Background: an optimization exercise with open tools, aiming at small area and a short achievable clock period. Do not read the settings as production practice.
Where RTL was checked, it was by simulation tests only, not by an equivalence proof against the original.
No functional check of the RTL was part of runs 1, 2, 8 and 9.
Power and IR drop assume default switching activity.

<file path="design/flow/design.v">
module cpu8(clk,rst,IR,Data_in,PC,MW_out,Address,Data_out,R0d,R1d,R2d,R3d,R4d,R5d,R6d,R7d);
input clk,rst;
input [15:0] IR;
input [7:0] Data_in;
output [7:0] PC;
output MW_out;
output [7:0] Address,Data_out,R0d,R1d,R2d,R3d,R4d,R5d,R6d,R7d;
reg [7:0] PC;
reg [7:0] R0d,R1d,R2d,R3d,R4d,R5d,R6d,R7d;
wire [2:0] DA = IR[8:6];
wire [2:0] AA = IR[5:3];
wire [2:0] BA = IR[2:0];
wire MB = IR[15];
wire MD = IR[13];
wire RW = ~IR[14];
wire MW = IR[14] & ~IR[15];
wire PL = IR[14] & IR[15];
wire JB = IR[13];
wire BC = IR[9];
wire [3:0] FS = {IR[12:10], ~PL & IR[9]};
reg [7:0] A, Bd;
always @(*) begin
	case (AA)
	3'd0: A = R0d; 3'd1: A = R1d; 3'd2: A = R2d; 3'd3: A = R3d;
	3'd4: A = R4d; 3'd5: A = R5d; 3'd6: A = R6d; default: A = R7d;
	endcase
	case (BA)
	3'd0: Bd = R0d; 3'd1: Bd = R1d; 3'd2: Bd = R2d; 3'd3: Bd = R3d;
	3'd4: Bd = R4d; 3'd5: Bd = R5d; 3'd6: Bd = R6d; default: Bd = R7d;
	endcase
end
wire [7:0] B = MB ? {5'b00000, IR[2:0]} : Bd;
wire [7:0] X = FS[2] ? (FS[1] ? 8'hFF : ~B) : (FS[1] ? B : 8'h00);
wire [8:0] S9 = {A, 1'b1} + {X, FS[0]};
wire [7:0] S = S9[8:1];
reg [3:0] tt;
always @(*) begin
	case (FS[1:0])
	2'd0: tt = 4'b1000;    
	2'd1: tt = 4'b1110;    
	2'd2: tt = 4'b0110;    
	default: tt = 4'b0011;  
	endcase
end
wire [7:0] Bs = FS[1] ? (FS[0] ? 8'h00 : {B[6:0], 1'b0}) : (FS[0] ? {1'b0, B[7:1]} : B);
wire [7:0] L;
genvar gl;
generate for (gl = 0; gl < 8; gl = gl + 1) begin : lu
	assign L[gl] = FS[2] ? Bs[gl] : tt[{A[gl], B[gl]}];
end endgenerate
wire [7:0] G = FS[3] ? L : S;
wire [7:0] BusD = MD ? Data_in : G;
wire WE = RW & ~rst;
always @(posedge clk) begin
	if (WE && DA == 3'd0) R0d <= BusD;
	if (WE && DA == 3'd1) R1d <= BusD;
	if (WE && DA == 3'd2) R2d <= BusD;
	if (WE && DA == 3'd3) R3d <= BusD;
	if (WE && DA == 3'd4) R4d <= BusD;
	if (WE && DA == 3'd5) R5d <= BusD;
	if (WE && DA == 3'd6) R6d <= BusD;
	if (WE && DA == 3'd7) R7d <= BusD;
end
assign MW_out = MW & ~rst;
assign Address = A;
assign Data_out = B;
wire [2:0] f = IR[12:10];
wire [2:0] K = IR[2:0];
reg [7:0] T8, MC;
always @(*) begin
	case ({f, K})
	6'd0: T8 = 8'h00;
	6'd1: T8 = 8'h00;
	6'd2: T8 = 8'h00;
	6'd3: T8 = 8'h00;
	6'd4: T8 = 8'h00;
	6'd5: T8 = 8'h00;
	6'd6: T8 = 8'h00;
	6'd7: T8 = 8'h00;
	6'd8: T8 = 8'h00;
	6'd9: T8 = 8'hff;
	6'd10: T8 = 8'hfe;
	6'd11: T8 = 8'hfd;
	6'd12: T8 = 8'hfc;
	6'd13: T8 = 8'hfb;
	6'd14: T8 = 8'hfa;
	6'd15: T8 = 8'hf9;
	6'd16: T8 = 8'h01;
	6'd17: T8 = 8'h02;
	6'd18: T8 = 8'h03;
	6'd19: T8 = 8'h04;
	6'd20: T8 = 8'h05;
	6'd21: T8 = 8'h06;
	6'd22: T8 = 8'h07;
	6'd23: T8 = 8'h08;
	6'd24: T8 = 8'h01;
	6'd25: T8 = 8'h01;
	6'd26: T8 = 8'h01;
	6'd27: T8 = 8'h01;
	6'd28: T8 = 8'h01;
	6'd29: T8 = 8'h01;
	6'd30: T8 = 8'h01;
	6'd31: T8 = 8'h01;
	6'd32: T8 = 8'h00;
	6'd33: T8 = 8'h00;
	6'd34: T8 = 8'h00;
	6'd35: T8 = 8'h00;
	6'd36: T8 = 8'h00;
	6'd37: T8 = 8'h00;
	6'd38: T8 = 8'h00;
	6'd39: T8 = 8'h00;
	6'd40: T8 = 8'h00;
	6'd41: T8 = 8'h01;
	6'd42: T8 = 8'h02;
	6'd43: T8 = 8'h03;
	6'd44: T8 = 8'h04;
	6'd45: T8 = 8'h05;
	6'd46: T8 = 8'h06;
	6'd47: T8 = 8'h07;
	6'd48: T8 = 8'h00;
	6'd49: T8 = 8'h00;
	6'd50: T8 = 8'h00;
	6'd51: T8 = 8'h00;
	6'd52: T8 = 8'h00;
	6'd53: T8 = 8'h00;
	6'd54: T8 = 8'h00;
	6'd55: T8 = 8'h00;
	6'd56: T8 = 8'h00;
	6'd57: T8 = 8'h00;
	6'd58: T8 = 8'h00;
	6'd59: T8 = 8'h00;
	6'd60: T8 = 8'h00;
	6'd61: T8 = 8'h00;
	6'd62: T8 = 8'h00;
	6'd63: T8 = 8'h00;
	endcase
	case ({f, K})
	6'd0: MC = 8'hfe;
	6'd1: MC = 8'hfc;
	6'd2: MC = 8'hf8;
	6'd3: MC = 8'hf0;
	6'd4: MC = 8'he0;
	6'd5: MC = 8'hc0;
	6'd6: MC = 8'h80;
	6'd7: MC = 8'h00;
	6'd8: MC = 8'h00;
	6'd9: MC = 8'h80;
	6'd10: MC = 8'hc0;
	6'd11: MC = 8'he0;
	6'd12: MC = 8'hf0;
	6'd13: MC = 8'hf8;
	6'd14: MC = 8'hfc;
	6'd15: MC = 8'hfe;
	6'd16: MC = 8'hfe;
	6'd17: MC = 8'hfc;
	6'd18: MC = 8'hf8;
	6'd19: MC = 8'hf0;
	6'd20: MC = 8'he0;
	6'd21: MC = 8'hc0;
	6'd22: MC = 8'h80;
	6'd23: MC = 8'h00;
	6'd24: MC = 8'hfe;
	6'd25: MC = 8'hfe;
	6'd26: MC = 8'hfe;
	6'd27: MC = 8'hfe;
	6'd28: MC = 8'hfe;
	6'd29: MC = 8'hfe;
	6'd30: MC = 8'hfe;
	6'd31: MC = 8'hfe;
	6'd32: MC = 8'hfe;
	6'd33: MC = 8'hfc;
	6'd34: MC = 8'hf8;
	6'd35: MC = 8'hf0;
	6'd36: MC = 8'he0;
	6'd37: MC = 8'hc0;
	6'd38: MC = 8'h80;
	6'd39: MC = 8'h00;
	6'd40: MC = 8'hfe;
	6'd41: MC = 8'hfe;
	6'd42: MC = 8'hfe;
	6'd43: MC = 8'hfe;
	6'd44: MC = 8'hfe;
	6'd45: MC = 8'hfe;
	6'd46: MC = 8'hfe;
	6'd47: MC = 8'hfe;
	6'd48: MC = 8'hfe;
	6'd49: MC = 8'hfc;
	6'd50: MC = 8'hf8;
	6'd51: MC = 8'hf0;
	6'd52: MC = 8'he0;
	6'd53: MC = 8'hc0;
	6'd54: MC = 8'h80;
	6'd55: MC = 8'h00;
	6'd56: MC = 8'hfe;
	6'd57: MC = 8'hfe;
	6'd58: MC = 8'hfe;
	6'd59: MC = 8'hfe;
	6'd60: MC = 8'hfe;
	6'd61: MC = 8'hfe;
	6'd62: MC = 8'hfe;
	6'd63: MC = 8'hfe;
	endcase
end
wire [7:0] Ad;
genvar gj;
generate for (gj = 0; gj < 8; gj = gj + 1) begin : dec
	assign Ad[gj] = (A[2:0] == gj);
end endgenerate
wire c3 = |(Ad & MC);
wire t0 = ~|A[6:3];
wire t1 = &A[6:3];
wire Zc = (A == T8);
reg Zb, Nb;
always @(*) begin
	case (f)
	3'd0, 3'd5: begin Zb = Zc; Nb = A[7]; end
	3'd1: begin Zb = Zc; Nb = A[7] ^ (c3 & t1); end
	3'd2, 3'd3: begin Zb = Zc; Nb = A[7] ^ (~c3 & t0); end
	3'd4: begin Zb = ((A[2:0] & K) == 3'd0); Nb = 1'b0; end
	default: begin Zb = (K == 3'd0); Nb = 1'b0; end
	endcase
end
wire jump = PL & JB;
wire branch = PL & ~JB & (BC ? Nb : Zb);
wire [7:0] ic;
assign ic[0] = 1'b1;
genvar gi;
generate for (gi = 1; gi < 8; gi = gi + 1) begin : inc
	assign ic[gi] = ic[gi-1] & PC[gi-1];
end endgenerate
wire [7:0] PC_inc = PC ^ ic;
wire [7:0] PC_br = PC + {2'b00, IR[8:6], IR[2:0]};
wire sj = ~rst & jump;
wire sb = ~rst & branch;
wire si = ~rst & ~jump & ~branch;
always @(posedge clk)
	PC <= ({8{sj}} & A) | ({8{sb}} & PC_br) | ({8{si}} & PC_inc);
endmodule
</file>
<file path="design/flow/flow/run.sh">
#!/bin/bash
set -o pipefail
export BUFFER_PORTS_ARGS="-buffer_cell sky130_fd_sc_hd__buf_2"
export POST_GLOBAL_PLACE_TCL=$(pwd)/flow/small_out_bufs.tcl
export CTS_ARGS="-sink_clustering_enable -repair_clock_nets -dont_use_dummy_load -buf_list sky130_fd_sc_hd__clkbuf_8"
bash standard.sh finish > standard.log 2>&1
</file>
<file path="design/flow/flow/small_out_bufs.tcl">
# Ports fed straight from registers (R0d..R7d, PC) are not timing-critical:
# give them the smallest buffer instead of the one buffer_ports used.
set db [ord::get_db]
set block [ord::get_db_block]
set small [$db findMaster sky130_fd_sc_hd__buf_1]
set n 0
foreach bt [$block getBTerms] {
  if {![regexp {^(R[0-7]d|PC)\[} [$bt getName]]} { continue }
  set net [$bt getNet]
  if {$net eq "NULL"} { continue }
  foreach it [$net getITerms] {
    if {[$it isOutputSignal]} {
      set inst [$it getInst]
      if {[[$inst getMaster] getName] eq "sky130_fd_sc_hd__buf_2"} { $inst swapMaster $small; incr n }
    }
  }
}
puts "small_out_bufs: $n output buffers resized to buf_1"
</file>
<file path="design/flow/standard.sh">
#!/bin/bash
# synth_recipe.tcl (not shown) runs the flow's synth.tcl, then flattens the netlist and writes it again
# the make line also repeats each setting of config.mk as NAME=value (left out here)
make -C /OpenROAD-flow-scripts/flow DESIGN_CONFIG=/design/flow/config.mk WORK_HOME=/design/flow/orfs CLKGATE_MAP_FILE= SYNTH_SCRIPT=/design/flow/synth_recipe.tcl "${@:-finish}"
</file>
<file path="design/flow/config.mk">
export PLATFORM = sky130hd
export DESIGN_NAME = cpu8
export DESIGN_NICKNAME = cpu8
export VERILOG_FILES = /design/flow/design.v
export SDC_FILE = /design/flow/constraint.sdc
export NUM_CORES = 4
export LEC_CHECK = 0
export CAP_MARGIN = 20
export CORE_MARGIN = 2
export CORE_UTILIZATION = 40
export SETUP_SLACK_MARGIN = 2.5
export SLEW_MARGIN = 20
</file>
<file path="design/flow/constraint.sdc">
create_clock -name core_clock -period 7.0 [get_ports {clk}]
set_input_delay 1.4000 -clock core_clock [delete_from_list [all_inputs] [get_ports {clk}]]
set_output_delay 1.4000 -clock core_clock [all_outputs]
set_load 0.01 [all_outputs]
</file>
==> results of run 1 <==
-- cell families (layout without fill, tap and decap cells) --
family                     after synthesis  in the layout  share of synthesized area [%]
xor gates and xnor gates                18             18                           2.89
and+or+nand+nor                        151            151                           13.7
AOI/OAI and AO/OA                      173            174                           21.9
muxes                                   49             49                           10.8
buffers and inverters                   61            173                           4.72
DFF                                     72             72                           38.1
adders and majority gates               33             33                           7.83
-- power groups by stage --
stage	registers (mW)	logic [mW]	clock network, mW
finish	0.501	0.372	0.248
global route	0.502	0.405	0.267
CTS	0.501	0.353	0.253
detailed placement	0.510	0.328	0
global placement	0.510	0.324	0
floorplan	0.512	0.237	0
-- metal layers --
layer | share of wire (%) | wire [um] | GRT usage [%] | vias up
met1 | 43 | 7940 | 35.8 | 2489
met2 | 45 | 8180 | 37.9 | 312
met4 | 3.3 | 609 | 8.58 | 0
met3 | 8.4 | 1530 | 2.87 | 48
li1 | - | - | - | 2354
met5 | 0 | 0 | 0 | -
-- cell type report --
type                            count  area (um2)  share of cell area (%)
Multi-Input combinational cell    425        3350                    50.4
Sequential cell                    72        2080                    31.4
Timing Repair Buffer              143         769                    11.6
Tap cell                          176         220                    3.32
Clock buffer                        9         124                    1.87
Inverter                           21        96.3                    1.45
-- cell usage in the layout, fill, tap and decap left out, drive strengths merged, types with 12 or more instances in the layout --
cell type,Yosys,routed
inv,21,21
nor3,17,17
a21oi,43,43
buf,13,142
mux2,15,15
ha,31,31
o21ai,33,33
xnor2,12,12
a211oi,16,16
nand2,43,43
edfxtp,64,64
a22oi,16,16
mux2i,28,28
nor2,43,43
-- per-stage QoR --
stage / area (um2) / power (mW) / hold WS (ns)
5_1_grt: 6640 / 1.17 / 0.597
2_1_floorplan: 5580 / 0.748 / 0.548
6_report: 6640 / 1.12 / 0.543
3_3_place_gp: 6180 / 0.834 / 0.527
3_5_place_dp: 6090 / 0.839 / 0.530
4_1_cts: 6460 / 1.11 / 0.548
-- what timing repair did --
item                       in CTS  in global routing
resized for setup              31                 20
buffers inserted               12                 15
setup endpoints to repair      81                 51
cloned                          1                  0
pin swaps                      10                 19
-- how the worst max path moves through the flow --
stage | startpoint | endpoint | slack [ns]
after floorplan | IR[1] | R0d[7] | 2.27
after global placement | IR[0] | R0d[7] | 1.67
after detailed placement | IR[1] | R5d[7] | 1.46
after CTS | IR[0] | Data_out[6] | 2.51
after global routing | IR[0] | R3d[7] | 2.33
final | IR[0] | Data_out[6] | 2.47
-- state kept, by name, indices dropped and copies added (netlist names) --
signal and count:
PC 8, R0d 8, R1d 8, R2d 8, R3d 8, R4d 8, R5d 8, R6d 8
R7d 8
-- critical path: stages --
cell	delay, ns
buf_12	0.11
inv_8	0.04
ha_4	0.19
buf_4	0.15
buf_6	0.14
a222oi_1	0.33
nand2_1	0.09
a222oi_1	0.41
nor2_2	0.09
buf_2	0.16
==> results.toml, run 1 <==
[status]
status = "no timing/DRC/antenna violations"

[global_route]
grt_usage_pct = 24.6
gr-total-overflow = 0
grt_pass1_vias = 4829
antenna_found_initial = 0
grt_pass1_wl_um = 27400
grt_max_degree = 41

[flow_run]
cap_viol_max_count = 0

[worst_hold_path]
min_from = "PC[0]"
hold_class = "reg2reg"
worstHoldPathCells = 2
hold_end = "PC[0]"

[timing]
fin_tns_setup_ns = 0
tightest_slew_ns = 1.12
fmax_mhz = 221
finalWorstSetupSlack_ns = 2.47
finalHoldViolCount = 0
period_needed_ns = 4.53
skew_ns = 0.0263
fin_crit_sh_pct = 64.8
rsz0062_at_grt = "yes"
maxSlewViolCount = 0
finalSetupViolCount = 0
slew_headroom_pct = 25.2

[yosys]
seq_area_frac_synth_pct = 38.1
synth_area_um2 = 5460
yosys_warnings = 1
synthTopCellsByCount = "64 x edfxtp_1, 43 x a21oi_1, 43 x nand2_1, 43 x nor2_1, 31 x ha_1"
yosysTopAreaCell = "edfxtp_1"
async_flop_share_pct = 0
synth.distinct_cells = 70
syn_inst = 557
ys.flop_type = "edfxtp_1"
synthTopCellsByArea = "edfxtp_1 35%, ha_1 7.1%, mux2i_1 5.1%"
avgSynthCellArea_um2 = 9.81
synth_seq_cells = 72
synth_fp_nets = 616
yosysMostFrequentCell = "edfxtp_1"
synth_top_area_share_pct = 35.2
synth_edf_count = 64

[route]
num_vias = 5203
dr.pass1.iters = 6
initialDrtViolationCount = 566
drc_errors = 0
routed_wirelength_um = 18300
wire_per_inst_um = 21.6
antenna_left = 0
routed_via_density = 6.15

[worst_setup_path]
crit_fanout = 10
arrival_ns = 3.13
r2r_slack_ns = 3.54
cp.required_ns = 5.60
r2r_end = "PC[1]"
startpoint_type = "input pin"
rr_worst_depth = 10
cp-end-kind = "primary output"
critPathKind = "in2out"
rr_startpoint = "R4d[1]"

[die]
core_region_area_um2 = 13300
die_area_um2 = 14600
die_y_um = 121
io_pins = 115
initial_core_util_pct = 41.1
std_cell_rows = 42
die_x_um = 121

[finish]
final_nets = 731
drive_gt1_share_pct = 22.1
nFillCells = 1219
antenna_cells = 0
finalCoreUtilization_pct = 49.9
syn_to_final_growth_pct = 21.6
fin_cells = 846

[clocking]
cts_max_path_buffers = 2
tritoncts = "done"
cts_hold_buf = 0
root_buffer = "clkbuf_8"
clkSinkCount = 72
clk-insertion-delay-late_ns = 0.35
cts_buffers = 9
path_clk_slew_ns = 0.06
htreeDepth = 3

[placed_design]
place_ws_ns = 1.46
dp_cells = 809
portBuffers = 114
place_hpwl_um = 12900

[power_and_ir_drop]
comb_power_share_pct = 33.2
power.share.sequential_pct = 44.7
p_int_mw = 0.758
ir_worst_vdd_mv = 0.116
p_sw_share_pct = 32.3
p_sw_mw = 0.363
clockPowerShare_pct = 22.1
p_per_area_nw_per_um2 = 169
p_leak_nw = 2.56
==> run 2, diff against run 1 <==
==> design/flow/flow/run.sh (replaced) <==
#!/bin/bash
set -o pipefail
export BUFFER_PORTS_ARGS="-buffer_cell sky130_fd_sc_hd__buf_2"
bash standard.sh finish > standard.log 2>&1
removed: design/flow/flow/small_out_bufs.tcl
==> results.toml, run 2 <==
[die]
die_y_um = 121
die_area_um2 = 14600
core_region_area_um2 = 13300
initial_core_util_pct = 41.1
die_x_um = 121
std_cell_rows = 42
io_pins = 115

[yosys]
synthTopCellsByCount = "64 x edfxtp_1, 43 x a21oi_1, 43 x nand2_1, 43 x nor2_1, 31 x ha_1"
yosysMostFrequentCell = "edfxtp_1"
synth_fp_nets = 616
avgSynthCellArea_um2 = 9.81
yosysTopAreaCell = "edfxtp_1"
synth.distinct_cells = 70
async_flop_share_pct = 0
synth_top_area_share_pct = 35.2
synth_edf_count = 64
synth_seq_cells = 72
ys.flop_type = "edfxtp_1"
synthTopCellsByArea = "edfxtp_1 35%, ha_1 7.1%, mux2i_1 5.1%"
seq_area_frac_synth_pct = 38.1
syn_inst = 557
synth_area_um2 = 5460
yosys_warnings = 1

[finish]
antenna_cells = 0
fin_cells = 868
final_common_cell = "buf_2"
final_nets = 746
drive_gt1_share_pct = 35.1
syn_to_final_growth_pct = 28.5
layout_common_cells = "108 x buf_2, 64 x edfxtp_1, 42 x nand2_1"

[clocking]
clk-insertion-delay-late_ns = 0.34
cts_max_path_buffers = 2
htreeDepth = 3
tritoncts = "done"
cts_buffers = 9
root_buffer = "clkbuf_16"
clkSinkCount = 72
path_clk_slew_ns = 0.06

[route]
wire_per_inst_um = 21.7
num_vias = 5189
drc_errors = 0
initialDrtViolationCount = 512
antenna_left = 0
routed_wirelength_um = 18800
routed_via_density = 5.98
dr.pass1.iters = 5

[timing]
fmax_mhz = 225
period_needed_ns = 4.45
tightest_slew_ns = 1.11
skew_ns = 0.00850
fin_tns_setup_ns = 0
slew_headroom_pct = 25.5
maxSlewViolCount = 0
rsz0062_at_grt = "yes"
finalSetupViolCount = 0
finalHoldViolCount = 0
fin_crit_sh_pct = 63.5

[global_route]
grt_max_degree = 41
grt_pass1_wl_um = 28100
grt_usage_pct = 25.4
grt_pass1_vias = 4923
gr-total-overflow = 0
antenna_found_initial = 0

[power_and_ir_drop]
p_per_area_nw_per_um2 = 192
ir_worst_vdd_mv = 0.169
p_leak_nw = 2.92

[worst_setup_path]
startpoint_type = "input pin"
cp.required_ns = 5.60
critPathKind = "in2out"
crit_fanout = 12
arrival_ns = 3.05
cp-end-kind = "primary output"

[placed_design]
dp_cells = 809
portBuffers = 114
place_hpwl_um = 13000
finalWeightedCongestion = 0.878

[flow_run]
cap_viol_max_count = 0

[worst_hold_path]
hold_class = "reg2reg"

[status]
status = "no timing/DRC/antenna violations"
run 2: layer usage:
layer  track usage (%)  share of wire, %  up-vias
met5                 0                 0        -
met4              8.28               1.9        0
met3              3.67               7.4       23
met2              40.8                48      244
met1              35.2                43     2533
li1                  -                 -     2389
run 2: report_power, final:
part / switching [mW] / total (mW) / internal [mW]
Clock: 0.181 / 0.458 / 0.277
Sequential: 0.00963 / 0.501 / 0.491
Combinational: 0.224 / 0.388 / 0.164
Total: 0.415 / 1.35 / 0.933
run 2: path summary, 6_finish.rpt:
| kind | from | to | slack [ns] | cells after the start |
|---|---|---|---|---|
| max reg2reg | R6d[1] | R7d[7] | 3.54 | 17 |
| min | PC[0] | PC[0] | 0.54 | 2 |
| min reg2reg | PC[0] | PC[0] | 0.54 | 2 |
| max | IR[1] | Data_out[6] | 2.55 | 9 |
run 2: area by class of cell:
type                    instances  area [um2]
clock inverters                 6        67.6
inverters                      21        96.3
clock buffers                  10         229
fillers                      1195        6270
flip-flops and latches         72        2080
multi-input cells             425        3350
repair buffers                158         972
well taps                     176         220
run 2: worst max-delay path, stage by stage:
cell and delay, ns:
buf_12 0.14, inv_8 0.05, ha_4 0.19, buf_4 0.16
a222oi_1 0.32, nand2_1 0.09, a222oi_1 0.42, nor2_2 0.11
buf_2 0.16
run 2: kinds of logic after synthesis:
| group | count (synthesis) | synth area share (%) |
|---|---|---|
| flops | 72 | 38.1 |
| simple gates | 151 | 13.7 |
| fa+ha+maj | 33 | 7.83 |
| mux | 49 | 10.8 |
| xor+xnor | 18 | 2.89 |
| compound gates | 173 | 21.9 |
| buf+inv | 61 | 4.72 |
run 2: what timing repair did:
| item | CTS | global route |
|---|---|---|
| hold endpoints to repair | 0 | 0 |
| setup endpoints to repair | 79 | 61 |
| gates cloned | 1 | 0 |
| pin swaps | 9 | 22 |
| hold buffers | 0 | 0 |
| setup buffers | 16 | 26 |
| gates resized for setup | 30 | 28 |
run 2: metrics by stage:
step	hold WS (ns)	util, %	area, um2	setup WS (ns)	power [mW]
after floorplan	0.548	-	5580	2.27	0.748
after global placement	0.527	46.5	6180	1.67	0.834
after detailed placement	0.532	46.5	6180	1.47	0.841
after CTS	0.547	50.6	6730	2.52	1.32
after global routing	0.593	52.8	7020	2.38	1.41
final	0.542	52.8	7020	2.55	1.35
==> run 3, diff against run 2 <==
--- a/design/flow/design.v
+++ b/design/flow/design.v
@@ -32,5 +32,40 @@
 wire [7:0] B = MB ? {5'b00000, IR[2:0]} : Bd;
-wire [7:0] X = FS[2] ? (FS[1] ? 8'hFF : ~B) : (FS[1] ? B : 8'h00);
-wire [8:0] S9 = {A, 1'b1} + {X, FS[0]};
-wire [7:0] S = S9[8:1];
+wire [7:0] x1, x0;    
+genvar gx;
+generate for (gx = 0; gx < 8; gx = gx + 1) begin : xs
+	if (gx < 3) begin : lo
+		wire xk = IR[gx] ? FS[1] : FS[2];    
+		assign x1[gx] = MB ? xk : FS[1];
+		assign x0[gx] = MB ? xk : FS[2];
+	end else begin : hi
+		assign x1[gx] = MB ? FS[2] : FS[1];
+		assign x0[gx] = FS[2];
+	end
+end endgenerate
+wire [7:0] X = (Bd & x1) | (~Bd & x0);
+wire ci = FS[0];
+wire [7:0] g = A & X;
+wire [7:0] t = A | X;
+wire [7:0] G1, T1, G2, T2, G3;
+assign G1[0] = g[0] | (t[0] & ci);
+assign T1[0] = 1'b0;
+generate for (gx = 1; gx < 8; gx = gx + 1) begin : k1
+	assign G1[gx] = g[gx] | (t[gx] & g[gx-1]);
+	assign T1[gx] = t[gx] & t[gx-1];
+end endgenerate
+assign G2[0] = G1[0];
+assign T2[0] = 1'b0;
+assign G2[1] = G1[1] | (T1[1] & ci);
+assign T2[1] = 1'b0;
+generate for (gx = 2; gx < 8; gx = gx + 1) begin : k2
+	assign G2[gx] = G1[gx] | (T1[gx] & G1[gx-2]);
+	assign T2[gx] = T1[gx] & T1[gx-2];
+end endgenerate
+assign G3[1:0] = G2[1:0];
+assign G3[3:2] = G2[3:2] | (T2[3:2] & {2{ci}});
+generate for (gx = 4; gx < 8; gx = gx + 1) begin : k3
+	assign G3[gx] = G2[gx] | (T2[gx] & G2[gx-4]);
+end endgenerate
+wire [7:0] c = {G3[6:0], ci};          
+wire [7:0] S = A ^ (X ^ c);
 reg [3:0] tt;
@@ -46,5 +81,4 @@
 wire [7:0] L;
-genvar gl;
-generate for (gl = 0; gl < 8; gl = gl + 1) begin : lu
-	assign L[gl] = FS[2] ? Bs[gl] : tt[{A[gl], B[gl]}];
+generate for (gx = 0; gx < 8; gx = gx + 1) begin : lu
+	assign L[gx] = FS[2] ? Bs[gx] : tt[{A[gx], B[gx]}];
 end endgenerate
==> design/flow/flow/run.sh (replaced) <==
#!/bin/bash
set -o pipefail
export BUFFER_PORTS_ARGS="-buffer_cell sky130_fd_sc_hd__buf_2"
export POST_GLOBAL_PLACE_TCL=$(pwd)/flow/small_out_bufs.tcl
export CTS_ARGS="-sink_clustering_enable -repair_clock_nets -dont_use_dummy_load -buf_list sky130_fd_sc_hd__clkbuf_8"
bash standard.sh finish > standard.log 2>&1
==> design/flow/flow/small_out_bufs.tcl (new file) <==
# Ports fed straight from registers (R0d..R7d, PC) are not timing-critical:
# give them the smallest buffer instead of the one buffer_ports used.
set db [ord::get_db]
set block [ord::get_db_block]
set small [$db findMaster sky130_fd_sc_hd__buf_1]
set n 0
foreach bt [$block getBTerms] {
  if {![regexp {^(R[0-7]d|PC)\[} [$bt getName]]} { continue }
  set net [$bt getNet]
  if {$net eq "NULL"} { continue }
  foreach it [$net getITerms] {
    if {[$it isOutputSignal]} {
      set inst [$it getInst]
      if {[[$inst getMaster] getName] eq "sky130_fd_sc_hd__buf_2"} { $inst swapMaster $small; incr n }
    }
  }
}
puts "small_out_bufs: $n output buffers resized to buf_1"
==> results.toml, run 3 <==
[status]
status = "no timing/DRC/antenna violations"

[finish]
register_area_um2 = 2080
final_common_cell = "buf_1"
syn_to_final_growth_pct = 19.5
multi_input_area_um2 = 3890
final_nets = 788
antenna_cells = 0
layout_common_cells = "72 x buf_1, 64 x edfxtp_1, 47 x nor2_1"
drive_gt1_share_pct = 23.3
nFillCells = 1435

[yosys]
seq_area_frac_synth_pct = 34.3
synth_seq_cells = 72
async_flop_share_pct = 0
yosysTopAreaCell = "edfxtp_1"
synth.distinct_cells = 94
yosysMostFrequentCell = "edfxtp_1"
avgSynthCellArea_um2 = 9.86
ys.flop_type = "edfxtp_1"
synthTopCellsByCount = "64 x edfxtp_1, 51 x nor2_1, 41 x nand2_1, 31 x mux2i_1, 26 x o21ai_0"
synth_area_um2 = 6070
syn_inst = 615
synthTopCellsByArea = "edfxtp_1 32%, mux2i_1 5.1%, ha_1 5.0%"
yosys_warnings = 1
synth_fp_nets = 667
synth_top_area_share_pct = 31.7
synth_edf_count = 64

[timing]
fin_tns_setup_ns = 0
fin_crit_sh_pct = 65.1
slew_headroom_pct = 34.9
fmax_mhz = 219
rsz0062_at_grt = "yes"
finalHoldViolCount = 0
period_needed_ns = 4.56
skew_ns = 0.0212
finalSetupViolCount = 0
maxSlewViolCount = 0
tightest_slew_ns = 0.971

[die]
die_area_um2 = 16200
io_pins = 115
std_cell_rows = 45
die_x_um = 127
core_region_area_um2 = 15000
die_y_um = 127
initial_core_util_pct = 40.3

[global_route]
grt_pass1_wl_um = 33300
grt_max_degree = 33
grt_usage_pct = 26.9
gr-total-overflow = 0
grt_pass1_vias = 5682
antenna_found_initial = 0

[worst_setup_path]
cp.required_ns = 5.60
arrival_ns = 3.16
r2r_slack_ns = 3.66
critPathKind = "in2out"
cp-end-kind = "primary output"
crit_fanout = 9
startpoint_type = "input pin"

[power_and_ir_drop]
ir_worst_vdd_mv = 0.112
power_mw = 1.18
p_leak_nw = 2.67
p_per_area_nw_per_um2 = 163

[route]
routed_via_density = 6.43
drc_errors = 0
routed_wirelength_um = 21800
dr.pass1.iters = 5
antenna_left = 0
num_vias = 5925
initialDrtViolationCount = 505
wire_per_inst_um = 23.7

[placed_design]
place_hpwl_um = 15800
portBuffers = 114

[clocking]
tritoncts = "done"
path_clk_slew_ns = 0.07
cts_buffers = 9
root_buffer = "clkbuf_8"
cts_hold_buf = 0
cts_max_path_buffers = 2
clk-insertion-delay-late_ns = 0.36
clkSinkCount = 72
htreeDepth = 3

[worst_hold_path]
hold_class = "reg2reg"

[flow_run]
cap_viol_max_count = 0
[run 3: changes by cell type in the layout (fill, tap and decap cells not counted), moves of 10 or more]
cell / previous run / this run
nand2b_1: 8 / 18
buf_1: 0 / 72
buf_2: 108 / 34
nand3_1: 7 / 19
a21oi_1: 35 / 19
[run 3: per-layer routing]
layer	track usage, %	vias to the layer above	wire length (um)
met1	37.5	2923	9520
met3	4.40	50	1640
met4	12.6	0	793
met5	0	-	0
met2	41.1	318	9890
li1	-	2634	-
[run 3: critical path: stages]
cell and delay (ns):
buf_12 0.09, clkinvlp_4 0.14, ha_4 0.23, buf_4 0.14, buf_4 0.15, a22o_1 0.22, a211oi_1 0.39, o22ai_4 0.20
buf_2 0.19
[run 3: kinds of logic (layout without fill, tap and decap cells)]
group           count (synthesis)  after routing  synth area share [%]
compound gates                191            191                  25.2
xor+xnor                       17             17                  2.45
fa+ha+maj                      32             32                  6.62
buf+inv                        65            184                  5.38
flops                          72             72                  34.3
mux                            48             48                  9.82
simple gates                  190            190                  16.2
[run 3: through the flow]
stage	util, %	instance area [um2]	setup WS (ns)	instances	hold WS, ns
2_1_floorplan	-	6090	2.51	615	0.643
3_3_place_gp	44.6	6700	1.56	880	0.623
3_5_place_dp	44.0	6610	1.43	880	0.642
4_1_cts	46.5	7000	2.40	898	0.652
5_1_grt	48.2	7250	2.38	922	0.687
6_report	48.2	7250	2.44	922	0.651
[run 3: final timing paths]
check,start,endpoint,cells past startpoint
max,IR[1],Data_out[2],9
min reg2reg,PC[3],PC[3],2
max reg2reg,R5d[2],PC[1],11
min,PC[3],PC[3],2
[run 3: repair_timing]
action | CTS | global route
gates cloned | 0 | 0
pin swaps | 10 | 16
setup buffers | 9 | 24
endpoints found under the setup margin | 84 | 71
gates resized for setup | 44 | 17
[run 3: layout make-up]
| type | count | area share (%) |
|---|---|---|
| well taps | 188 | 3.25 |
| inverters | 24 | 1.36 |
| clock buffers | 9 | 1.71 |
| flip-flops and latches | 72 | 28.7 |
| multi-input cells | 478 | 53.7 |
| repair buffers | 151 | 11.2 |
[run 3: power breakdown]
| part | internal, mW | switching, mW |
|---|---|---|
| clock network | 0.115 | 0.142 |
| logic | 0.169 | 0.258 |
| registers | 0.489 | 0.00897 |
| total | 0.773 | 0.409 |
==> run 4, diff against run 3 <==
--- a/design/flow/config.mk
+++ b/design/flow/config.mk
@@ -10,3 +10,3 @@
 export CORE_UTILIZATION = 40
-export SETUP_SLACK_MARGIN = 2.5
+export SETUP_SLACK_MARGIN = 3.0
 export SLEW_MARGIN = 20
==> results.toml, run 4 <==
[placed_design]
dp_cells = 881
portBuffers = 114
place_hpwl_um = 15500
place_area_um2 = 6700
place_ws_ns = 1.51

[finish]
layout_common_cells = "72 x buf_1, 64 x edfxtp_1, 62 x buf_4"
finalCoreUtilization_pct = 54.2
antenna_cells = 0
syn_to_final_growth_pct = 34.3
fin_area_um2 = 8140
final_nets = 831
final_common_cell = "buf_1"
drive_gt1_share_pct = 31.8
fin_cells = 965

[yosys]
synth_area_um2 = 6070
synth_seq_cells = 72
syn_inst = 615
async_flop_share_pct = 0
synth_edf_count = 64
synth_fp_nets = 667
avgSynthCellArea_um2 = 9.86
synthTopCellsByCount = "64 x edfxtp_1, 51 x nor2_1, 41 x nand2_1, 31 x mux2i_1, 26 x o21ai_0"
synth.distinct_cells = 94
yosysMostFrequentCell = "edfxtp_1"
ys.flop_type = "edfxtp_1"
synth_top_area_share_pct = 31.7
seq_area_frac_synth_pct = 34.3
synthTopCellsByArea = "edfxtp_1 32%, mux2i_1 5.1%, ha_1 5.0%"
yosysTopAreaCell = "edfxtp_1"
yosys_warnings = 1

[die]
std_cell_rows = 45
die_x_um = 127
io_pins = 115
initial_core_util_pct = 40.3
die_y_um = 127
core_region_area_um2 = 15000
die_area_um2 = 16200

[global_route]
grt_pass1_vias = 5770
antenna_found_initial = 0
grt_pass1_wl_um = 34000
grt_max_degree = 32
grt_usage_pct = 27.7
gr-total-overflow = 0

[timing]
period_needed_ns = 4.50
skew_ns = 0.0184
finalHoldViolCount = 0
whs_ns = 0.654
tightest_slew_ns = 0.917
rsz0062_at_grt = "yes"
fin_tns_setup_ns = 0
finalWorstSetupSlack_ns = 2.50
maxSlewViolCount = 0
finalSetupViolCount = 0
fmax_mhz = 222
slew_headroom_pct = 38.7
fin_crit_sh_pct = 64.3

[route]
routed_wirelength_um = 23400
initialDrtViolationCount = 650
drc_errors = 0
dr.pass1.iters = 5
antenna_left = 0
wire_per_inst_um = 24.2
num_vias = 6195
routed_via_density = 6.42

[flow_run]
cap_viol_max_count = 0

[power_and_ir_drop]
p_leak_nw = 3.03
p_per_area_nw_per_um2 = 157
ir_worst_vdd_mv = 0.153
power_mw = 1.28

[clocking]
htreeDepth = 3
path_clk_slew_ns = 0.08
clkSinkCount = 72
root_buffer = "clkbuf_8"
clk-insertion-delay-late_ns = 0.37
tritoncts = "done"
cts_max_path_buffers = 2
cts_buffers = 9
cts_hold_buf = 0

[worst_setup_path]
cp-end-kind = "primary output"
worstSetupStartpoint = "IR[0]"
critPathKind = "in2out"
crit_fanout = 6
startpoint_type = "input pin"
rr_startpoint = "R4d[0]"
arrival_ns = 3.10
cp.required_ns = 5.60

[status]
status = "no timing/DRC/antenna violations"

[worst_hold_path]
min_from = "PC[7]"
hold_class = "reg2reg"
## run 4: area by class of cell
cell class	count	area (um2)
multi-input cells	478	4190
fillers	1307	6890
repair buffers	194	1390
inverters	24	125
clock buffers	9	124
flip-flops and latches	72	2080
well taps	188	235
## run 4: worst paths after layout
path | depth (start not counted) | slack [ns] | endpoint
setup reg to reg | 11 | 3.62 | R5d[5]
hold / removal | 2 | 0.65 | PC[7]
setup / recovery | 8 | 2.50 | Data_out[1]
hold reg to reg | 2 | 0.65 | PC[7]
## run 4: where the power goes
part | leakage [nW] | switching [mW] | internal [mW]
sequential | 0.644 | 0.00937 | 0.489
combinational | 2.32 | 0.291 | 0.229
clock | 0.0647 | 0.147 | 0.115
## run 4: what timing repair did
item,CTS,global route
pin swaps,33,39
buffers inserted,46,26
cloned,1,2
hold endpoints to repair,0,0
setup endpoints to repair,88,87
resized for setup,93,52
## run 4: kinds of logic (layout without fill, tap and decap cells)
logic type	Yosys count	in the layout	synth area share, %
compound gates	191	191	25.2
simple gates	190	190	16.2
flops	72	72	34.3
buf+inv	65	227	5.38
mux	48	48	9.82
fa+ha+maj	32	32	6.62
xor+xnor	17	17	2.45
## run 4: per-layer routing
layer / wire (um) / global-route usage, %
met3: 1790 / 5.07
met4: 1230 / 13.6
met2: 10800 / 44.4
met5: 0 / 0
met1: 9530 / 36.2
## run 4: worst max-delay path, stage by stage
cell	delay (ns)
buf_12	0.09
clkinvlp_4	0.11
buf_6	0.14
ha_4	0.19
a222oi_1	0.39
a21oi_1	0.20
a211o_4	0.43
buf_6	0.15
==> run 5, diff against run 4 <==
--- a/design/flow/flow/run.sh
+++ b/design/flow/flow/run.sh
@@ -1,3 +1,12 @@
 #!/bin/bash
+# Layout flow: the standard ORFS flow (standard.sh) with these changes:
+#  - synthesis leaves adders to ABC (no half/full adder cell extraction), so
+#    the carry logic is mapped for delay together with the rest; registers
+#    are the same as in the standard synthesis
+#  - plain buffers (not delay cells) on the ports; the smallest one on ports
+#    driven straight by registers (R0d..R7d, PC)
+#  - a clock tree of clkbuf_8 without dummy loads
+# Every tool's output is in the ORFS logs under orfs/logs; make's in standard.log.
 set -o pipefail
+export ADDER_MAP_FILE=
 export BUFFER_PORTS_ARGS="-buffer_cell sky130_fd_sc_hd__buf_2"
==> results.toml, run 5 <==
[status]
status = "no timing/DRC/antenna violations"

[yosys]
synth_seq_cells = 72
synth_fp_nets = 625
syn_inst = 599
yosys_warnings = 1
synthTopCellsByCount = "64 x edfxtp_1, 63 x nand2_1, 58 x nor2_1, 38 x a21oi_1, 33 x o21ai_0"
synth_top_area_share_pct = 34.3
seq_area_frac_synth_pct = 37.2
async_flop_share_pct = 0
synthTopCellsByArea = "edfxtp_1 34%, nand2_1 4.2%, mux2i_1 4.1%"
synth_edf_count = 64
yosysTopAreaCell = "edfxtp_1"
ys.flop_type = "edfxtp_1"
synth.distinct_cells = 83
avgSynthCellArea_um2 = 9.34
synth_area_um2 = 5600
yosysMostFrequentCell = "edfxtp_1"

[clocking]
clk-insertion-delay-late_ns = 0.35
path_clk_slew_ns = 0.07
htreeDepth = 3
cts_max_path_buffers = 2
tritoncts = "done"
clkSinkCount = 72
cts_buffers = 9
root_buffer = "clkbuf_8"

[die]
die_x_um = 122
core_region_area_um2 = 13800
die_y_um = 122
io_pins = 115
die_area_um2 = 15000
initial_core_util_pct = 40.6
std_cell_rows = 43

[finish]
syn_to_final_growth_pct = 41.1
final_nets = 798
layout_common_cells = "74 x buf_4, 72 x buf_1, 64 x edfxtp_1"
nFillCells = 1192
drive_gt1_share_pct = 32.9
multi_input_area_um2 = 3810
final_common_cell = "buf_4"
register_area_um2 = 2080

[timing]
tightest_slew_ns = 1.06
finalSetupViolCount = 0
fin_tns_setup_ns = 0
maxSlewViolCount = 0
whs_ns = 0.615
period_needed_ns = 4.10
slew_headroom_pct = 29.1
fin_crit_sh_pct = 58.6
skew_ns = 0.0204
rsz0062_at_grt = "yes"
finalHoldViolCount = 0
fmax_mhz = 244

[flow_run]
cap_viol_max_count = 0

[worst_setup_path]
startpoint_type = "input pin"
critPathKind = "in2out"
rr_worst_depth = 11
cp-end-kind = "primary output"
arrival_ns = 2.70
cp.required_ns = 5.60
crit_fanout = 7

[placed_design]
place_hpwl_um = 13400
portBuffers = 114

[route]
routed_wirelength_um = 21400
antenna_left = 0
initialDrtViolationCount = 617
dr.pass1.iters = 6
num_vias = 5951
routed_via_density = 6.26
wire_per_inst_um = 22.5
drc_errors = 0

[power_and_ir_drop]
p_leak_nw = 2.86
p_per_area_nw_per_um2 = 154
ir_worst_vdd_mv = 0.116

[global_route]
grt_usage_pct = 26.9
antenna_found_initial = 0
gr-total-overflow = 0
grt_pass1_wl_um = 30600
grt_pass1_vias = 5428
grt_max_degree = 41

[worst_hold_path]
hold_class = "reg2reg"
worstHoldPathCells = 2
-- run 5: metal layers --
layer	part of all wire, %	global-route usage [%]	wire length (um)	up-vias
met2	46	41.3	9920	367
met1	41	38.0	8810	2900
met5	0	0	0	-
met4	3.2	9.63	687	0
li1	-	-	-	2617
met3	9.1	5.02	1960	67
-- run 5: final cells by class --
type	count	share of cell area [%]
timing repair buffer	203	19.8
sequential	72	26.4
multi-input combinational	467	48.2
antenna	1	0.0317
clock buffer	9	1.57
inverter	19	1.11
tap	180	2.85
-- run 5: repair_timing --
| action | 4_1_cts | 5_1_grt |
|---|---|---|
| endpoints found under the setup margin | 88 | 84 |
| cloned | 6 | 3 |
| pin swaps | 26 | 25 |
| hold buffers | 0 | 0 |
| buffers inserted | 36 | 44 |
| gates resized for setup | 89 | 53 |
-- run 5: where the power goes --
| part | switching, mW | total [mW] | internal (mW) |
|---|---|---|---|
| registers | 0.0118 | 0.500 | 0.488 |
| logic | 0.250 | 0.459 | 0.209 |
| clock network | 0.138 | 0.253 | 0.115 |
-- run 5: path summary, 6_finish.rpt --
kind         startpoint          end  slack (ns)
max reg2reg      R5d[2]       R7d[6]        3.65
max               IR[0]  Data_out[5]        2.90
min reg2reg       PC[4]        PC[4]        0.61
min               PC[4]        PC[4]        0.61
-- run 5: stage by stage --
step / instance area [um2] / util (%) / setup slack, ns / cells / power [mW]
after floorplan: 5700 / - / 2.74 / 599 / 0.743
after global placement: 6260 / 45.5 / 1.59 / 852 / 0.818
after detailed placement: 6170 / 44.8 / 1.38 / 852 / 0.822
after CTS: 7210 / 52.4 / 2.95 / 903 / 1.15
after global routing: 7890 / 57.3 / 2.83 / 950 / 1.26
final: 7900 / 57.3 / 2.90 / 951 / 1.21
-- run 5: kinds of logic after synthesis --
| logic type | share of synthesized area, % |
|---|---|
| buffers and inverters | 5.19 |
| flip-flops | 37.2 |
| adder cells (fa/ha/maj) | 1.81 |
| XOR/XNOR | 4.54 |
| AO/OA/AOI/OAI | 22.5 |
| multiplexers | 10.7 |
| AND/OR/NAND/NOR | 18.1 |
-- run 5: critical path: stages --
cell and delay, ns:
buf_16 0.12, buf_12 0.13, buf_4 0.14, mux4_2 0.32, nand2_1 0.09, a21oi_4 0.30
buf_2 0.19
==> run 6, diff against run 5 <==
--- a/design/flow/config.mk
+++ b/design/flow/config.mk
@@ -10,3 +10,3 @@
 export CORE_UTILIZATION = 40
-export SETUP_SLACK_MARGIN = 3.0
+export SETUP_SLACK_MARGIN = 2.75
 export SLEW_MARGIN = 20
==> results.toml, run 6 <==
[clocking]
path_clk_slew_ns = 0.08
clkSinkCount = 72
tritoncts = "done"
root_buffer = "clkbuf_8"
cts_buffers = 9
clk-insertion-delay-late_ns = 0.36
cts_hold_buf = 0
cts_max_path_buffers = 2
htreeDepth = 3

[finish]
fin_area_um2 = 6980
antenna_cells = 0
drive_gt1_share_pct = 23.2
syn_to_final_growth_pct = 24.6
final_common_cell = "buf_1"
final_nets = 742
fin_cells = 894
layout_common_cells = "72 x buf_1, 64 x edfxtp_1, 62 x nand2_1"

[route]
routed_wirelength_um = 19300
dr.pass1.iters = 8
initialDrtViolationCount = 478
num_vias = 5546
routed_via_density = 6.20
drc_errors = 0
antenna_left = 0
wire_per_inst_um = 21.5

[worst_setup_path]
max_stage_delay_ns = 0.36
cp.required_ns = 7.06
crit_fanout = 36
startpoint_type = "input pin"
slowest_stage = "maj3_2"
cp-end-kind = "flip-flop"
arrival_ns = 4.27
worst_path_most_repeated_cell = "maj3_2"
critPathKind = "in2reg"
crit_chain = "buf_12 > or2_2 > o22ai_1 > o21ai_2 > mux2i_1 > maj3_2 > o31a_1 > maj3_2 > a21oi_4 > maj3_2 > xor2_2 > a21oi_4"

[timing]
finalWorstSetupSlack_ns = 2.80
fin_tns_setup_ns = 0
fin_crit_sh_pct = 60.1
period_needed_ns = 4.20
tightest_slew_ns = 1.09
maxSlewViolCount = 0
finalSetupViolCount = 0
fmax_mhz = 238
rsz0062_at_grt = "yes"
slew_headroom_pct = 27.0
finalHoldViolCount = 0
skew_ns = 0.0264

[power_and_ir_drop]
p_per_area_nw_per_um2 = 161
p_leak_nw = 2.42
power.share.sequential_pct = 44.4
ir_worst_vdd_mv = 0.121
comb_power_share_pct = 33.0
p_int_mw = 0.753
p_sw_mw = 0.372
p_sw_share_pct = 33.1
clockPowerShare_pct = 22.6
power_mw = 1.13

[global_route]
antenna_found_initial = 0
grt_max_degree = 41
gr-total-overflow = 0
grt_pass1_vias = 5000
grt_pass1_wl_um = 28400
grt_usage_pct = 25.0

[yosys]
synth_area_um2 = 5600
synth.distinct_cells = 83
synthTopCellsByCount = "64 x edfxtp_1, 63 x nand2_1, 58 x nor2_1, 38 x a21oi_1, 33 x o21ai_0"
avgSynthCellArea_um2 = 9.34
synth_fp_nets = 625
synth_seq_cells = 72
yosysTopAreaCell = "edfxtp_1"
synth_edf_count = 64
seq_area_frac_synth_pct = 37.2
synth_top_area_share_pct = 34.3
async_flop_share_pct = 0
syn_inst = 599
yosys_warnings = 1
yosysMostFrequentCell = "edfxtp_1"
ys.flop_type = "edfxtp_1"
synthTopCellsByArea = "edfxtp_1 34%, nand2_1 4.2%, mux2i_1 4.1%"

[die]
io_pins = 115
std_cell_rows = 43
die_y_um = 122
core_region_area_um2 = 13800
initial_core_util_pct = 40.6
die_x_um = 122
die_area_um2 = 15000

[worst_hold_path]
hold_class = "reg2reg"

[placed_design]
place_hpwl_um = 13300
place_ws_ns = 1.43
portBuffers = 114
dp_cells = 852
place_area_um2 = 6150

[flow_run]
cap_viol_max_count = 0

[status]
status = "no timing/DRC/antenna violations"
run 6: cell count changes in the layout (fill, tap and decap cells not counted), sizes merged:
cell / change
clkinvlp: -1
diode: -1
inv: +1
buf: -50
o31ai: +1
clkbuf: -1
o21ai: -1
bufbuf: -5
run 6: path summary, 6_finish.rpt:
kind                  to    from  depth (start not counted)  slack, ns
setup / recovery  R2d[6]   IR[2]                         12       2.80
hold / removal     PC[4]   PC[4]                          2       0.63
setup reg to reg   PC[2]  R3d[2]                         13       3.58
hold reg to reg    PC[4]   PC[4]                          2       0.63
run 6: stage by stage:
stage | util, % | hold slack [ns]
4_1_cts | 47.8 | 0.639
6_report | 50.6 | 0.634
3_5_place_dp | 44.7 | 0.615
3_3_place_gp | 45.3 | 0.588
5_1_grt | 50.6 | 0.659
2_1_floorplan | - | 0.594
run 6: power groups by stage:
| stage | Sequential (mW) | Combinational [mW] | Clock, mW |
|---|---|---|---|
| final | 0.500 | 0.372 | 0.254 |
| after floorplan | 0.509 | 0.230 | 0 |
| after detailed placement | 0.509 | 0.311 | 0 |
| after global placement | 0.508 | 0.307 | 0 |
| after global routing | 0.501 | 0.404 | 0.271 |
| after CTS | 0.499 | 0.338 | 0.257 |
run 6: critical path, delay by kind of cell:
kind,cells,cell delay [ns]
AND/OR/NAND/NOR,1,0.31
XOR/XNOR,1,0.19
buffers and inverters,1,0.15
adder cells (fa/ha/maj),3,0.96
AO/OA/AOI/OAI,5,1.08
multiplexers,1,0.18
run 6: cell families after synthesis:
group	Yosys count	share of synthesized area, %
XOR/XNOR	29	4.54
flip-flops	72	37.2
AO/OA/AOI/OAI	177	22.5
adder cells (fa/ha/maj)	10	1.81
AND/OR/NAND/NOR	205	18.1
buffers and inverters	61	5.19
multiplexers	45	10.7
run 6: cell type report:
cell class / count / area [um2]
sequential: 72 / 2080
multi-input combinational: 467 / 3570
inverter: 19 / 86.3
clock buffer: 9 / 124
fill: 1311 / 6800
timing repair buffer: 147 / 890
tap: 180 / 225
run 6: repair_timing:
| item | in CTS | in global routing |
|---|---|---|
| setup endpoints to repair | 80 | 61 |
| buffers inserted | 9 | 20 |
| hold endpoints to repair | 0 | 0 |
| pin swaps | 7 | 18 |
| gates cloned | 1 | 3 |
| gates resized for setup | 50 | 34 |
run 6: layer usage:
| metal | global-route usage, % | up-vias | share of wire, % |
|---|---|---|---|
| met2 | 38.4 | 273 | 47 |
| met1 | 36.0 | 2736 | 44 |
| li1 | - | 2503 | - |
| met4 | 8.55 | 0 | 2.1 |
| met3 | 3.53 | 34 | 7.1 |
| met5 | 0 | - | 0 |
==> run 7, diff against run 6 <==
--- a/design/flow/config.mk
+++ b/design/flow/config.mk
@@ -10,3 +10,3 @@
 export CORE_UTILIZATION = 40
-export SETUP_SLACK_MARGIN = 2.75
+export SETUP_SLACK_MARGIN = 2.5
 export SLEW_MARGIN = 20
==> results.toml, run 7 <==
[die]
die_x_um = 122
core_region_area_um2 = 13800
initial_core_util_pct = 40.6
std_cell_rows = 43
die_area_um2 = 15000
io_pins = 115
die_y_um = 122

[yosys]
async_flop_share_pct = 0
yosys_warnings = 1
syn_inst = 599
yosysMostFrequentCell = "edfxtp_1"
ys.flop_type = "edfxtp_1"
synth_seq_cells = 72
synth_area_um2 = 5600
seq_area_frac_synth_pct = 37.2
synthTopCellsByArea = "edfxtp_1 34%, nand2_1 4.2%, mux2i_1 4.1%"
synth.distinct_cells = 83
avgSynthCellArea_um2 = 9.34
yosysTopAreaCell = "edfxtp_1"
synth_fp_nets = 625
synth_edf_count = 64
synth_top_area_share_pct = 34.3
synthTopCellsByCount = "64 x edfxtp_1, 63 x nand2_1, 58 x nor2_1, 38 x a21oi_1, 33 x o21ai_0"

[route]
routed_wirelength_um = 18500
num_vias = 5392
initialDrtViolationCount = 561
routed_via_density = 6.18
wire_per_inst_um = 21.2
antenna_left = 0
dr.pass1.iters = 7
drc_errors = 0

[placed_design]
portBuffers = 114
place_hpwl_um = 13200
place_area_um2 = 6110

[finish]
syn_to_final_growth_pct = 16.5
final_nets = 720
fin_area_um2 = 6520
layout_common_cells = "72 x buf_1, 64 x edfxtp_1, 63 x nand2_1"
nFillCells = 1379
antenna_cells = 0
drive_gt1_share_pct = 18.1
final_common_cell = "buf_1"

[worst_setup_path]
cp.required_ns = 5.60
crit_fanout = 36
cp-end-kind = "primary output"
r2r_end = "R7d[6]"
arrival_ns = 3.08
critPathKind = "in2out"
startpoint_type = "input pin"
rr_startpoint = "R5d[2]"
r2r_slack_ns = 3.49
rr_worst_depth = 11

[worst_hold_path]
worstHoldPathCells = 2
hold_end = "PC[2]"
hold_class = "reg2reg"
min_from = "PC[2]"

[timing]
finalHoldViolCount = 0
maxSlewViolCount = 0
fin_tns_setup_ns = 0
rsz0062_at_grt = "yes"
skew_ns = 0.0153
fin_crit_sh_pct = 63.9
tightest_slew_ns = 1.12
period_needed_ns = 4.48
finalSetupViolCount = 0
fmax_mhz = 223
slew_headroom_pct = 25.3

[clocking]
path_clk_slew_ns = 0.08
clkSinkCount = 72
clk-insertion-delay-late_ns = 0.35
cts_buffers = 9
htreeDepth = 3
root_buffer = "clkbuf_8"
tritoncts = "done"
cts_max_path_buffers = 2
cts_hold_buf = 0

[global_route]
grt_pass1_wl_um = 28000
grt_usage_pct = 24.5
gr-total-overflow = 0
antenna_found_initial = 0
grt_pass1_vias = 4969
grt_max_degree = 41

[power_and_ir_drop]
power_mw = 1.09
p_per_area_nw_per_um2 = 167
ir_worst_vdd_mv = 0.105
p_leak_nw = 2.25

[flow_run]
cap_viol_max_count = 0

[status]
status = "no timing/DRC/antenna violations"
[run 7: cell counts after synthesis]
No cell type changed its count.
[run 7: worst max path at each step]
stage               start           to  slack (ns)  cells past startpoint
floorplan           IR[1]  Data_out[7]        2.51                     10
global placement    IR[5]        PC[5]        1.30                     12
detailed placement  IR[5]        PC[5]        1.19                     12
CTS                 IR[5]        PC[4]        2.39                     13
global route        IR[5]        PC[4]        2.43                     13
finish              IR[2]  Data_out[4]        2.52                      5
[run 7: area by class of cell]
| cell class | count | area [um2] | area share (%) |
|---|---|---|---|
| repair buffers | 126 | 639 | 9.80 |
| clock buffers | 9 | 124 | 1.90 |
| multi-input cells | 466 | 3380 | 51.8 |
| inverters | 19 | 72.6 | 1.11 |
| well taps | 180 | 225 | 3.45 |
| flip-flops and latches | 72 | 2080 | 31.9 |
[run 7: critical path: stages]
cell     delay (ns)
buf_6          0.17
inv_1          0.37
nand2_1        0.10
a21oi_1        0.73
buf_2          0.27
[run 7: cells by family after synthesis]
logic type                 synth area share [%]
and+or+nand+nor                            18.1
AOI/OAI and AO/OA                          22.5
DFF                                        37.2
buffers and inverters                      5.19
muxes                                      10.7
xor gates and xnor gates                   4.54
adders and majority gates                  1.81
[run 7: through the flow]
stage | hold WS (ns) | setup slack, ns | util (%) | std cells
2_1_floorplan | 0.594 | 2.51 | - | 599
3_3_place_gp | 0.588 | 1.30 | 45.0 | 853
3_5_place_dp | 0.609 | 1.19 | 44.3 | 853
4_1_cts | 0.622 | 2.39 | 46.1 | 866
5_1_grt | 0.687 | 2.43 | 47.4 | 872
6_report | 0.619 | 2.52 | 47.4 | 872
[run 7: what timing repair did]
item / 4_1_cts / 5_1_grt
setup buffers: 4 / 6
gates resized for setup: 20 / 25
setup endpoints to repair: 62 / 58
pin swaps: 2 / 5
[run 7: report_power, final]
part | switching (mW) | internal (mW)
Clock | 0.140 | 0.115
Combinational | 0.207 | 0.129
Sequential | 0.0109 | 0.488
[run 7: metal layers]
layer  vias up  GRT usage, %  wire length, um
met4         0          5.46              258
met2       258          39.2             8690
met5         -             0                0
met3        23          4.32             1310
li1       2456             -                -
met1      2655          34.9             8240
==> run 8, diff against run 7 <==
--- a/design/flow/design.v
+++ b/design/flow/design.v
@@ -36,8 +36,8 @@
 	if (gx < 3) begin : lo
-		wire xk = IR[gx] ? FS[1] : FS[2];    
-		assign x1[gx] = MB ? xk : FS[1];
-		assign x0[gx] = MB ? xk : FS[2];
+		wire xk = IR[gx] ? (FS[3] | FS[1]) : (~FS[3] & FS[2]);    
+		assign x1[gx] = MB ? xk : (FS[3] | FS[1]);
+		assign x0[gx] = MB ? xk : (~FS[3] & FS[2]);
 	end else begin : hi
-		assign x1[gx] = MB ? FS[2] : FS[1];
-		assign x0[gx] = FS[2];
+		assign x1[gx] = MB ? (~FS[3] & FS[2]) : (FS[3] | FS[1]);
+		assign x0[gx] = ~FS[3] & FS[2];
 	end
@@ -70,16 +70,13 @@
 wire [7:0] S = A ^ (X ^ c);
-reg [3:0] tt;
-always @(*) begin
-	case (FS[1:0])
-	2'd0: tt = 4'b1000;    
-	2'd1: tt = 4'b1110;    
-	2'd2: tt = 4'b0110;    
-	default: tt = 4'b0011;  
-	endcase
-end
 wire [7:0] Bs = FS[1] ? (FS[0] ? 8'h00 : {B[6:0], 1'b0}) : (FS[0] ? {1'b0, B[7:1]} : B);
-wire [7:0] L;
-generate for (gx = 0; gx < 8; gx = gx + 1) begin : lu
-	assign L[gx] = FS[2] ? Bs[gx] : tt[{A[gx], B[gx]}];
-end endgenerate
+reg [7:0] L;
+always @(*) begin
+	case (FS[2:0])
+	3'd0: L = g;           
+	3'd1: L = t;           
+	3'd2: L = t & ~g;      
+	3'd3: L = ~A;
+	default: L = Bs;
+	endcase
+end
 wire [7:0] G = FS[3] ? L : S;
==> results.toml, run 8 <==
[finish]
final_nets = 719
final_common_cell = "nor2_1"
fin_cells = 871
fin_area_um2 = 6440
drive_gt1_share_pct = 17.8
antenna_cells = 0
layout_common_cells = "78 x nor2_1, 72 x buf_1, 64 x edfxtp_1"
syn_to_final_growth_pct = 15.8
finalCoreUtilization_pct = 46.9

[die]
std_cell_rows = 43
die_area_um2 = 14900
initial_core_util_pct = 40.5
core_region_area_um2 = 13700
die_x_um = 122
io_pins = 115
die_y_um = 122

[timing]
finalHoldViolCount = 0
fin_crit_sh_pct = 62.7
period_needed_ns = 4.39
whs_ns = 0.606
slew_headroom_pct = 24.9
skew_ns = 0.0297
tightest_slew_ns = 1.12
rsz0062_at_grt = "no"
maxSlewViolCount = 0
finalWorstSetupSlack_ns = 2.61
finalSetupViolCount = 0
fmax_mhz = 228
fin_tns_setup_ns = 0

[worst_setup_path]
slowest_stage = "a221o_1"
worst-path-buf-inv = 3
max_stage_delay_ns = 0.31
cp-end-kind = "primary output"
path_depth = 7
critPathKind = "in2out"
rr_startpoint = "R7d[0]"
critPathCapture = "Address[2]"
r2r_slack_ns = 3.60
crit_chain = "buf_4 > nand2b_2 > o221a_1 > a221o_1 > o21ai_2 > inv_2 > buf_2"
cp.required_ns = 5.60
startpoint_type = "input pin"
crit_fanout = 26
worstSetupStartpoint = "IR[4]"
r2r_end = "R7d[5]"
arrival_ns = 2.99
rr_worst_depth = 11
cp_top_family = "compound AO/OA/AOI/OAI gates"

[global_route]
grt_usage_pct = 24.0
gr-total-overflow = 0
grt_pass1_wl_um = 27300
grt_max_degree = 40
antenna_found_initial = 0
grt_pass1_vias = 4813

[clocking]
root_buffer = "clkbuf_8"
clkSinkCount = 72
htreeDepth = 3
path_clk_slew_ns = 0.06
cts_max_path_buffers = 2
cts_buffers = 9
cts_hold_buf = 0
tritoncts = "done"
clk-insertion-delay-late_ns = 0.35

[yosys]
yosysTopAreaCell = "edfxtp_1"
synth_fp_nets = 627
async_flop_share_pct = 0
avgSynthCellArea_um2 = 9.25
yosysMostFrequentCell = "nor2_1"
syn_inst = 601
synth_area_um2 = 5560
synth.distinct_cells = 77
yosys_warnings = 1
ys.flop_type = "edfxtp_1"
synth_seq_cells = 72
synth_edf_count = 64
synthTopCellsByCount = "81 x nor2_1, 64 x edfxtp_1, 46 x a21oi_1, 42 x nand2_1, 29 x mux2i_1"
synth_top_area_share_pct = 34.6
synthTopCellsByArea = "edfxtp_1 35%, nor2_1 5.5%, mux2i_1 5.2%"
seq_area_frac_synth_pct = 37.5

[placed_design]
place_hpwl_um = 13100
portBuffers = 114
dp_cells = 853
place_ws_ns = 1.60
place_area_um2 = 6070

[power_and_ir_drop]
p_sw_share_pct = 32.5
p_leak_nw = 2.18
clockPowerShare_pct = 23.0
ir_worst_vdd_mv = 0.0988
p_int_mw = 0.737
power_mw = 1.09
p_sw_mw = 0.355
p_per_area_nw_per_um2 = 170
power.share.sequential_pct = 45.9
comb_power_share_pct = 31.1

[flow_run]
cap_viol_max_count = 0

[worst_hold_path]
hold_class = "reg2reg"

[route]
routed_via_density = 6.11
dr.pass1.iters = 5
initialDrtViolationCount = 501
antenna_left = 0
wire_per_inst_um = 20.7
num_vias = 5322
routed_wirelength_um = 18000
drc_errors = 0

[status]
status = "no timing/DRC/antenna violations"
[run 8: worst min path at each step]
stage	startpoint	end	slack, ns	cells past startpoint
floorplan	PC[6]	PC[6]	0.61	2
global placement	PC[6]	PC[6]	0.59	2
detailed placement	PC[6]	PC[6]	0.60	2
CTS	PC[6]	PC[6]	0.61	2
global route	PC[6]	PC[6]	0.64	2
finish	PC[6]	PC[6]	0.61	2
[run 8: timing repair]
item	4_1_cts	5_1_grt
pin swaps	2	1
setup buffers	5	4
gates resized for setup	19	21
setup endpoints to repair	77	63
[run 8: worst min-delay path: stages (launching register included)]
cell and delay (ns):
dfxtp_1 0.34, mux2i_1 0.15, a21oi_1 0.07
[run 8: area by class of cell]
type                    count  area (um2)
well taps                 180         225
inverters                  18        70.1
multi-input cells         466        3300
clock buffers               9         124
repair buffers            126         636
fillers                  1337        7280
flip-flops and latches     72        2080
[run 8: logic make-up (layout without fill, tap and decap cells)]
family                     after synthesis  in the layout  synth area share [%]
and+or+nand+nor                        197            197                  16.6
AOI/OAI and AO/OA                      171            171                  21.5
DFF                                     72             72                  37.5
buffers and inverters                   63            153                  5.31
muxes                                   56             56                  12.2
xor gates and xnor gates                33             33                  5.20
adders and majority gates                9              9                  1.73
[run 8: power by group through the flow]
stage	logic, mW	registers [mW]	clock network (mW)
after floorplan	0.231	0.509	0
after global placement	0.308	0.510	0
after detailed placement	0.310	0.511	0
after CTS	0.321	0.501	0.257
after global routing	0.371	0.502	0.272
final	0.340	0.501	0.251
[run 8: layer usage]
metal	wire length [um]	GRT usage (%)
met1	7830	34.4
met2	8240	37.6
met3	1570	3.56
met4	393	7.47
met5	0	0
==> run 9, diff against run 8 <==
--- a/design/flow/config.mk
+++ b/design/flow/config.mk
@@ -7,2 +7,3 @@
 export LEC_CHECK = 0
+export ABC_AREA = 1
 export CAP_MARGIN = 20
@@ -10,3 +11,3 @@
 export CORE_UTILIZATION = 40
-export SETUP_SLACK_MARGIN = 2.5
+export SETUP_SLACK_MARGIN = 3.0
 export SLEW_MARGIN = 20
==> results.toml, run 9 <==
[die]
die_area_um2 = 15100
io_pins = 115
std_cell_rows = 43
die_y_um = 123
die_x_um = 123
core_region_area_um2 = 13900
initial_core_util_pct = 40.8

[finish]
final_nets = 1043
fin_cells = 1195
antenna_cells = 0
drive_gt1_share_pct = 18.9
fin_area_um2 = 7320
nFillCells = 1399
syn_to_final_growth_pct = 29.1
finalCoreUtilization_pct = 52.7
multi_input_area_um2 = 3400
final_common_cell = "nand2_1"
layout_common_cells = "302 x nand2_1, 89 x nor2_1, 75 x inv_1"
register_area_um2 = 2080

[yosys]
synthTopCellsByCount = "324 x nand2_1, 96 x nor2_1, 87 x inv_1, 73 x nand3_1, 64 x edfxtp_1"
yosysTopAreaCell = "edfxtp_1"
yosys_warnings = 1
yosysMostFrequentCell = "nand2_1"
seq_area_frac_synth_pct = 36.7
synthTopCellsByArea = "edfxtp_1 34%, nand2_1 21%, nand3_1 6.4%"
synth_area_um2 = 5670
synth_seq_cells = 72
synth_top_area_share_pct = 33.9
ys.flop_type = "edfxtp_1"
synth.distinct_cells = 40
async_flop_share_pct = 0
avgSynthCellArea_um2 = 6.55
synth_fp_nets = 891
synth_edf_count = 64
syn_inst = 865

[clocking]
cts_max_path_buffers = 2
htreeDepth = 3
path_clk_slew_ns = 0.08
tritoncts = "done"
clk-insertion-delay-late_ns = 0.37
clkSinkCount = 72
cts_buffers = 9
cts_hold_buf = 0
root_buffer = "clkbuf_8"

[placed_design]
place_area_um2 = 6280
portBuffers = 114
place_hpwl_um = 16700
dp_cells = 1142

[timing]
finalHoldViolCount = 0
skew_ns = 0.0186
period_needed_ns = 4.10
finalSetupViolCount = 0
fin_tns_setup_ns = 0
fmax_mhz = 244
slew_headroom_pct = 20.1
tightest_slew_ns = 1.19
rsz0062_at_grt = "yes"
fin_crit_sh_pct = 58.6
maxSlewViolCount = 0

[worst_setup_path]
critPathKind = "in2out"
cp-end-kind = "primary output"
cp.required_ns = 5.60
r2r_slack_ns = 4.22
crit_fanout = 7
startpoint_type = "input pin"
arrival_ns = 2.70

[flow_run]
cap_viol_max_count = 0

[global_route]
grt_usage_pct = 29.2
gr-total-overflow = 0
antenna_found_initial = 0
grt_max_degree = 21
grt_pass1_vias = 5855
grt_pass1_wl_um = 32800

[route]
routed_via_density = 5.55
antenna_left = 0
routed_wirelength_um = 22200
drc_errors = 0
initialDrtViolationCount = 958
num_vias = 6632
dr.pass1.iters = 8
wire_per_inst_um = 18.6

[power_and_ir_drop]
ir_worst_vdd_mv = 0.111
p_leak_nw = 3.41
p_per_area_nw_per_um2 = 161
power_mw = 1.18

[status]
status = "no timing/DRC/antenna violations"

[worst_hold_path]
hold_class = "reg2reg"
==> run 9: layout make-up <==
type,instances,area share [%]
clock buffer,9,1.69
inverter,104,6.16
multi-input combinational,671,46.5
sequential,72,28.5
tap,180,3.08
timing repair buffer,158,14.0
timing repair inverter,1,0.103
==> run 9: layer usage <==
| layer | GRT usage, % | wire, um |
|---|---|---|
| met3 | 6.00 | 2020 |
| met5 | 0 | 0 |
| met1 | 41.4 | 9560 |
| met4 | 9.09 | 623 |
| met2 | 44.8 | 9990 |
==> run 9: worst max-delay path: stages <==
cell and delay [ns]:
buf_12 0.13, nor2_4 0.16, nand2_4 0.10, buf_12 0.14, clkinvlp_4 0.14, nand2_1 0.09
nand3_2 0.13, nand2_2 0.08, o21ai_2 0.18, buf_2 0.16
==> run 9: timing repair <==
action,CTS,global route
pin swaps,22,23
gates resized for setup,99,44
endpoints found under the setup margin,53,72
hold endpoints to repair,0,0
buffers inserted,30,12
gates cloned,1,1
==> run 9: report_power, final <==
group | switching, mW | internal (mW)
Clock | 0.134 | 0.114
Combinational | 0.278 | 0.147
Sequential | 0.0122 | 0.490
Total | 0.424 | 0.751
==> run 9: logic make-up (layout without fill, tap and decap cells) <==
family	Yosys count	count (layout)	share of synthesized area, %
compound gates	78	78	7.86
xor+xnor	19	19	2.94
buf+inv	122	272	8.61
flops	72	72	36.7
simple gates	574	574	43.9
==> run 9: worst paths after layout <==
kind         startpoint          end  cells past startpoint
max reg2reg      R6d[4]       R4d[6]                     15
min               PC[0]        PC[0]                      3
max               IR[1]  Data_out[1]                     10
min reg2reg       PC[0]        PC[0]                      3
==> run 9: per-stage QoR <==
step / setup WS (ns) / hold WS, ns
floorplan: 3.05 / 0.564
detailed placement: 2.29 / 0.590
finish: 2.90 / 0.613
global placement: 2.29 / 0.592
CTS: 2.90 / 0.612
global route: 2.84 / 0.663

Check on run 9: ideal ports give 2.897 ns setup slack; a clkbuf_16 on the clock port and buf_2 on the inputs give 2.848 ns; moving port delays by the midpoint clock arrival (0.396 ns) as well gives 2.728 ns.
